Context: an optimization exercise on an open-source flow, tuned for small area. The choices shown serve that exercise and are no tape-out recipe. No functional check of the RTL was part of this run. Power is estimated from default activity; no workload was simulated.

`flow/design.v`:
```
module db_sw (input clk, input rst, input samp, input in, output reg out);
	reg oe;
	reg [1:0] r;
	wire d = in ^ oe;
	always @(posedge clk) begin
		out <= oe & ~rst;
		if (rst) begin
			oe <= 1'b0; r <= 2'b00;
		end else if (samp) begin
			r <= d ? {r[0], ~r[1]} : 2'b00;
			if (d & r[1] & ~r[0]) oe <= ~oe;
		end
	end
endmodule
module db_btn (input clk, input rst, input samp, input apply, input in, output reg out);
	reg [2:0] j;
	wire S = samp | rst;
	wire d = (in ^ out) & ~rst;
	wire o = out & ~rst;
	wire due = out ? (j == 3'b111) : (j == 3'b110);
	wire flip = due & apply;
	always @(posedge clk) begin
		out <= (out ^ flip) & ~rst;
		if (S) j <= d ? {j[1:0], ~j[2]} : {o, o, 1'b0};
		else if (flip & out) j <= 3'b000;        
	end
endmodule
module Nexys3fpga (
	input 				clk100,
	input				rst,
	input				btnl, btnr,
	input				btnu, btnd,
	input				btns,
	input	[7:0]		sw,
	output	[7:0]		led,
	output 	[7:0]		seg,
	output	[3:0]		an
);
	reg [2:0] q;
	always @(posedge clk100) begin
		q[2] <= rst | q[1];
		q[1] <= ~rst & q[0];
		q[0] <= rst | (~q[2] & (~q[1] | q[0]));
	end
	wire samp = ~q[2] &  q[1] &  q[0];       
	wire c0   =  q[2] &  q[1] &  q[0];       
	wire c1   =  q[2] &  q[1] & ~q[0];       
	wire x0   =  q[2] & ~q[1] &  q[0];       
	wire s2   =  q[2] & ~q[1] & ~q[0];       
	wire s3   = ~q[2] & ~q[1] & ~q[0];       
	wire s4   = ~q[2] & ~q[1] &  q[0];       
	localparam E0 = 4'd14, E1 = 4'd15;
	reg [3:0] ec;
	always @(posedge clk100)
		if (rst)            ec <= E0;
		else case (ec)
			4'd0:  ec <= 4'd1;
			4'd1:  ec <= 4'd2;
			4'd2:  ec <= 4'd3;
			4'd3:  ec <= 4'd4;
			4'd4:  ec <= 4'd5;
			4'd5:  ec <= 4'd6;
			4'd6:  ec <= 4'd7;
			4'd7:  ec <= 4'd8;
			4'd8:  ec <= 4'd9;
			4'd9:  ec <= 4'd10;
			4'd10: ec <= 4'd0;
			E0:    ec <= E1;
			E1:    ec <= 4'd2;
			default: ec <= 4'd0;
		endcase
	wire t10_1 = (ec == 4'd1);       
	wire b_s, b_l, b_u, b_r, b_d;
	genvar gi;
	generate for (gi = 0; gi < 8; gi = gi + 1) begin : SWD
		db_sw u (.clk(clk100), .rst(rst), .samp(samp), .in(sw[gi]), .out(led[gi]));
	end endgenerate
	db_btn UBS (.clk(clk100), .rst(rst), .samp(samp), .apply(1'b1), .in(btns), .out(b_s));
	db_btn UBL (.clk(clk100), .rst(rst), .samp(samp), .apply(~c0), .in(btnl), .out(b_l));
	db_btn UBU (.clk(clk100), .rst(rst), .samp(samp), .apply(~c0), .in(btnu), .out(b_u));
	db_btn UBR (.clk(clk100), .rst(rst), .samp(samp), .apply(~c0), .in(btnr), .out(b_r));
	db_btn UBD (.clk(clk100), .rst(rst), .samp(samp), .apply(~c0), .in(btnd), .out(b_d));
	reg rd, started;
	always @(posedge clk100) begin
		rd      <= ~rst & b_s;
		started <= ~rst & (started | b_s);
	end
	reg m_dn, m_up, m_fast;
	reg n_dn, n_up, n_fast;
	always @* begin
		case ({b_l, b_u, b_r, b_d})
			4'b1000, 4'b0001: {n_dn, n_up, n_fast} = 3'b100;
			4'b1001:          {n_dn, n_up, n_fast} = 3'b101;
			4'b0010, 4'b0100: {n_dn, n_up, n_fast} = 3'b010;
			4'b0110:          {n_dn, n_up, n_fast} = 3'b011;
			default:          {n_dn, n_up, n_fast} = 3'b000;
		endcase
	end
	always @(posedge clk100)
		if (rst || rd)
			{m_dn, m_up, m_fast} <= 3'b000;
		else if (c1)
			{m_dn, m_up, m_fast} <= {n_dn, n_up, n_fast};
	reg [1:0] h3;
	reg [3:0] h2, h1;
	wire step = (m_fast ? t10_1 : c1) & (m_dn | m_up);
	wire h1z = ~|h1, h2z = ~|h2, h3z = ~|h3;
	wire h1n = h1[3] & h1[0];                    
	wire h2n = h2[3] & h2[0];                    
	wire top = h3[1] & h3[0] & h2[2] & h2[0];    
	always @(posedge clk100)
		if (rst || rd) begin
			h3 <= 2'd0; h2 <= 4'd0; h1 <= 4'd0;
		end else if (step) begin
			if (m_dn) begin
				h1 <= h1z ? 4'd9 : h1 - 4'd1;
				if (h1z) begin
					h2 <= h2z ? (h3z ? 4'd5 : 4'd9) : h2 - 4'd1;
					if (h2z) h3 <= h3 - 2'd1;
				end
			end else begin
				h1 <= h1n ? 4'd0 : h1 + 4'd1;
				if (h1n) begin
					h2 <= (h2n | top) ? 4'd0 : h2 + 4'd1;
					if (h2n | top) h3 <= top ? 2'd0 : h3 + 2'd1;
				end
			end
		end
	reg [1:0] di;
	wire adv = started ? c0 : samp;
	always @(posedge clk100)
		if (rst || b_s)
			di <= 2'd0;
		else if (adv)
			di <= di + 2'd1;
	assign an = ~(4'b0001 << di);
	localparam G_BLANK = 3'b010, G_A = 3'b011, G_B = 3'b100, G_C = 3'b101, G_F = 3'b110;
	reg [2:0] mg, mg_n;
	always @* begin
		if (!started || rd)       mg_n = G_BLANK;
		else if (c0)              mg_n = G_F;                  
		else if (c1)              mg_n = di[0] ? G_C : G_F;    
		else if (s2 || s3)        mg_n = G_A;                  
		else                      mg_n = G_B;                  
	end
	always @(posedge clk100)
		mg <= mg_n;
	reg [3:0] cr;
	reg       dpr;
	always @(posedge clk100)
		if (rst) begin
			cr <= 4'b1010; dpr <= 1'b1;          
		end else if (x0) begin
			cr <= 4'd8;    dpr <= 1'b0;          
		end else begin
			case (di)
				2'd0:    cr <= {1'b1, mg};
				2'd1:    cr <= h1;
				2'd2:    cr <= h2;
				default: cr <= {2'b00, h3};
			endcase
			dpr <= ~(di[1] & ~di[0]);
		end
	reg [6:0] gl;
	always @* begin
		case (cr)
			4'd0:  gl = 7'b1000000;
			4'd1:  gl = 7'b1111001;
			4'd2:  gl = 7'b0100100;
			4'd3:  gl = 7'b0110000;
			4'd4:  gl = 7'b0011001;
			4'd5:  gl = 7'b0010010;
			4'd6:  gl = 7'b0000010;
			4'd7:  gl = 7'b1111000;
			4'd8:  gl = 7'b0000000;
			4'd9:  gl = 7'b0010000;
			4'd10: gl = 7'b1111111;      
			4'd11: gl = 7'b1111110;      
			4'd12: gl = 7'b1111101;      
			4'd13: gl = 7'b1111011;      
			4'd14: gl = 7'b1011111;      
			default: gl = 7'b1111111;
		endcase
	end
	assign seg = {dpr, gl};
endmodule
```
`flow/run.sh`:
```
#!/bin/bash
# synth_recipe.tcl (not shown) runs the flow's synth.tcl, then flattens the netlist and writes it again
# the make line also repeats each setting of config.mk as NAME=value (left out here)
make -C /OpenROAD-flow-scripts/flow DESIGN_CONFIG=/design/flow/config.mk WORK_HOME=/design/flow/orfs CLKGATE_MAP_FILE= SYNTH_SCRIPT=/design/flow/synth_recipe.tcl finish
```
`flow/config.mk`:
```
export PLATFORM = sky130hd
export DESIGN_NAME = Nexys3fpga
export DESIGN_NICKNAME = Nexys3fpga
export VERILOG_FILES = /design/flow/design.v
export SDC_FILE = /design/flow/constraint.sdc
export NUM_CORES = 4
export LEC_CHECK = 0
export CAP_MARGIN = 20
export CORE_MARGIN = 2
export CORE_UTILIZATION = 75
export CTS_BUF_LIST = sky130_fd_sc_hd__clkbuf_8
export PLACE_DENSITY = 0.8
export SLEW_MARGIN = 20
```
`flow/constraint.sdc`:
```
create_clock -name core_clock -period 10.0 [get_ports {clk100}]
set_input_delay 2.0000 -clock core_clock [delete_from_list [all_inputs] [get_ports {clk100}]]
set_output_delay 2.0000 -clock core_clock [all_outputs]
set_load 0.01 [all_outputs]
```
==> metrics.md <==
| Metric | Value |
|---|---|
| Hold buffer count at cts | `0` |
| Lkg Pwr | `1.86 nW` |
| Total GRT Usage | `29.3%` |
| Via/cell ratio | `roughly 6` |
| Crit path max-delay family | `buffers and inverters` |
| Clk slew on worst S/H paths | `0.09 ns` |
| Post-DRT Antenna Nets | `0` |
| Peak per-stage delay on the critical path | `around 0.55 ns` |
| Synthesized net count | `roughly 530` |
| Die Ht | `80.4 um` |
| Pint | `0.528 mW` |
| Buffers & Inverters on Critical Path | `2` |
| Total number of vias | `about 3,500` |
| Slew @ Worst Pin | `0.994 ns` |
| Routability cong. | `~0.81` |
| Switching Fraction | `28.1%` |
| RSZ-0062 raised after global routing | `no` |
| Asr flop ratio synth | `0%` |
| Period utilisation layout | `42.8%` |
| Pin count of the biggest net entering global routing | `62` |
| Fin util | `a little under nine tenths` |
| Most common cell after layout, fill and taps aside | `dfxtp_1` |
| Reg2Reg Depth | `6` |
| # diodes | `0` |
| Die Area | `6460 um^2` |
| Global-route wire length before repair | `~15,000 um` |
| Total CTS buffers | `9` |
| CP startpoint kind | `flip-flop` |
| Row cnt | `27` |
| R2r startpoint | `h2[0]$_SDFFE_PP0P_` |
| Layout cell share with drive strength beyond 1 | `under 10%` |
| Clock skew | `~0.012 ns` |
| Post-synthesis cell type count | `approximately 60` |
| # clock sinks | `84` |
| Area grow syn2layout | `9.55%` |
| Final Instance Area | `around 4800 um^2` |
| Relative slew slack | `between 30% and 40%` |
| Clock power share | `34.3%` |
| Comb pwr share | `roughly an eighth` |
| Vias in the first global route | `3,278` |
| HP Start | `SWD[2].u.oe$_SDFFE_PP0P_` |
| Fin nets | `534` |
| Critical path, cell by cell | `inv_1 -> ha_1 -> nand2b_1 -> o21ai_0 -> nor2_1 -> a31oi_1 -> clkdlybuf4s50_1` |
| Post-Syn Instances | `approximately 480` |
| TritonCTS clock tree | `built` |
| Total routed wirelength | `8470 um` |
| Max clock buf depth | `2` |
| Initial drt markers | `225` |
| Setup Fix Bufs, Post-CTS | `0` |
| Clock latency on the worst-skew pair | `between 0.3 and 0.4 ns` |
| H-tree Lvls | `3` |
| Power Density | `roughly 150 nW/um^2` |
| Reg2Reg Setup Slack | `7.80 ns` |
| Status | `finished clean` |
| Tot Pwr | `0.735 mW` |
| Clock root buffer | `clkbuf_8` |
| Worst EP arrival | `between 2 and 2.5 ns` |
| Syn_area_per_cell | `slightly above 9 um^2` |
| Worst setup EP type | `output pin` |
| WL per Instance | `14.9 um` |
| WS Path Type | `reg2out` |
| Core region area | `5570 um^2` |
| Register area share after synthesis | `41.9%` |
| Min-Delay Path Class | `reg2reg` |
| RR Endpoint | `h2[3]$_SDFFE_PP0P_` |
| Flops & latches, synth | `84` |
| Final hold viol count | `0` |
| Top FF cell, synth | `dfxtp_1` |
| Max Fclk | `approximately 230 MHz` |
| PostCTS Resize Cnt | `0` |
| Initial antenna violation count | `0` |
| Cells after DPL | `roughly 550` |
| Post-DP HPWL | `5730 um` |
| Setup TNS | `0 ns` |
| Final Non-Filler Cells | `about 570` |
| Commonest non-fill, non-tap cells in the layout | `dfxtp_1, nor2_1, a21oi_1` |
| Synth warn | `3` |
| Die W | `~80 um` |
| Sequential power share | `52.5%` |
| Placed Instance Area | `between 4000 and 5000 um^2` |
| Global route overflow | `0` |
| Final min period | `4.28 ns` |
| I/O Buffers | `34` |
| Critical path's slowest cell | `clkdlybuf4s50_1` |
| Sw Pwr | `~0.21 mW` |
| Worst Path Required | `~8 ns` |
| Post-synthesis cell area | `~4400 um^2` |
| Max-cap violation count | `0` |
| Drt pass-1 iters | `5` |
| Final setup violation count | `0` |
| Crit path max fanout | `8` |
| EDFF count, synth | `15` |
| Starting Density | `roughly four fifths` |
| VDD IR max | `between 0.0001 and 0.00015 V` |
| I/O pin count | `35` |
| Slew Viols, Final | `0` |
| DRC | `0` |
| Hold depth | `1` |
| Fill cells | `330` |
| Hold Crit Endpoint | `SWD[2].u.out$_DFF_P_` |
[routing by layer]
layer | wire (um) | vias up | track usage [%]
met4 | 172 | 0 | 11.7
li1 | - | 1705 | -
met2 | 4280 | 96 | 51.3
met5 | 0 | - | 0
met1 | 3640 | 1641 | 35.1
met3 | 378 | 16 | 5.73
[cell type report]
type	instances	area, um^2	share of cell area (%)
repair buffers	35	343	7.15
clock buffers	9	124	2.58
multi-input cells	339	2250	46.9
flip-flops and latches	84	1830	38.2
inverters	21	78.8	1.64
clock inverters	7	78.8	1.64
well taps	72	90.1	1.88
[metrics by stage]
stage | worst slack [ns] | hold slack [ns]
floorplan | 6.75 | 0.458
finish | 5.72 | 0.496
global route | 5.57 | 0.514
detailed placement | 6.11 | 0.481
CTS | 5.72 | 0.497
global placement | 6.24 | 0.468
[state kept, by name, summed over array words and instances, names as in the netlist, 2 cells and up]
name       flops
UBD.j          3
mg             3
SWD.u.out      8
h2             4
h3             2
q              3
UBU.j          3
cr             4
SWD.u.oe       8
UBR.j          3
h1             4
UBL.j          3
di             2
UBS.j          3
SWD.u.r       16
ec             4
[power groups by stage]
stage                     Sequential (mW)  Combinational (mW)  Clock (mW)
after CTS                           0.385              0.0972       0.254
final                               0.386              0.0965       0.252
after global placement              0.391              0.0896           0
after detailed placement            0.393              0.0962           0
after global routing                0.390               0.110       0.268
after floorplan                     0.378              0.0791           0
[how the worst max path moves through the flow]
stage,start,end,slack (ns),cells after the start
CTS,cr[1]$_SDFF_PP1_,seg[4],5.72,7
detailed placement,cr[1]$_SDFF_PP1_,seg[4],6.11,7
floorplan,cr[1]$_SDFF_PP1_,seg[4],6.75,6
global placement,cr[1]$_SDFF_PP1_,seg[4],6.24,7
global route,cr[1]$_SDFF_PP1_,seg[4],5.57,7
finish,cr[1]$_SDFF_PP1_,seg[4],5.72,7
[Yosys cell counts (all sizes together), types with 2 or more instances]
master	count	area, um^2
a211oi	5	37.5
a21oi	36	184
a222oi	3	30.0
a22oi	8	60.1
a311oi	2	17.5
a31oi	6	37.5
and3	3	18.8
buf	15	118
clkbuf	24	100
dfxtp	69	1380
edfxtp	15	450
ha	29	363
inv	21	78.8
mux2i	13	130
nand2	28	105
nand2b	6	37.5
nand3	2	10.0
nand3b	2	15.0
nor2	58	218
nor2b	16	100
nor3	25	130
nor3b	8	60.1
nor4	3	18.8
o2111a	2	22.5
o211a	3	30.0
o211ai	3	22.5
o21ai	21	105
o21bai	4	30.0
o31ai	2	15.0
or2	4	25.0
or3	5	31.3
xnor2	16	140
xor2	4	35.0
[cells by family after synthesis]
group                      after synthesis  share of synthesized area, %
DFF                                     84                          41.9
buffers and inverters                   60                          6.78
adders and majority gates               29                          8.30
AOI/OAI and AO/OA                      107                          16.0
muxes                                   14                          3.49
xor gates and xnor gates                20                          4.00
and+or+nand+nor                        169                          19.6

## port drivers added, routing unchanged
In the flow no input, the clock included, has a driving cell. The finished layout below was timed again as built, in two steps. Step 1 sets driving cells, clkbuf_16 on the clock port and buf_2 on the other inputs (assumed; they add their load-dependent delay and slew). Step 2, shift: input delay + t, output delay - t, t = (earliest + latest rising clock arrival at the registers) / 2. This alone moves slack from input paths to output paths. a / b / c = ideal / step 1 / step 2; a / b = the first two.
shift t [ns]: 0.387
setup WS [ns]: 5.719 / 5.689 / 6.076
slew at the worst register clock pin (ns): 0.09 / 0.09
After both steps setup and hold are still met in this run. For this run, drivers alone change the setup slack by -0.030 ns; drivers and shift together by +0.357 ns.
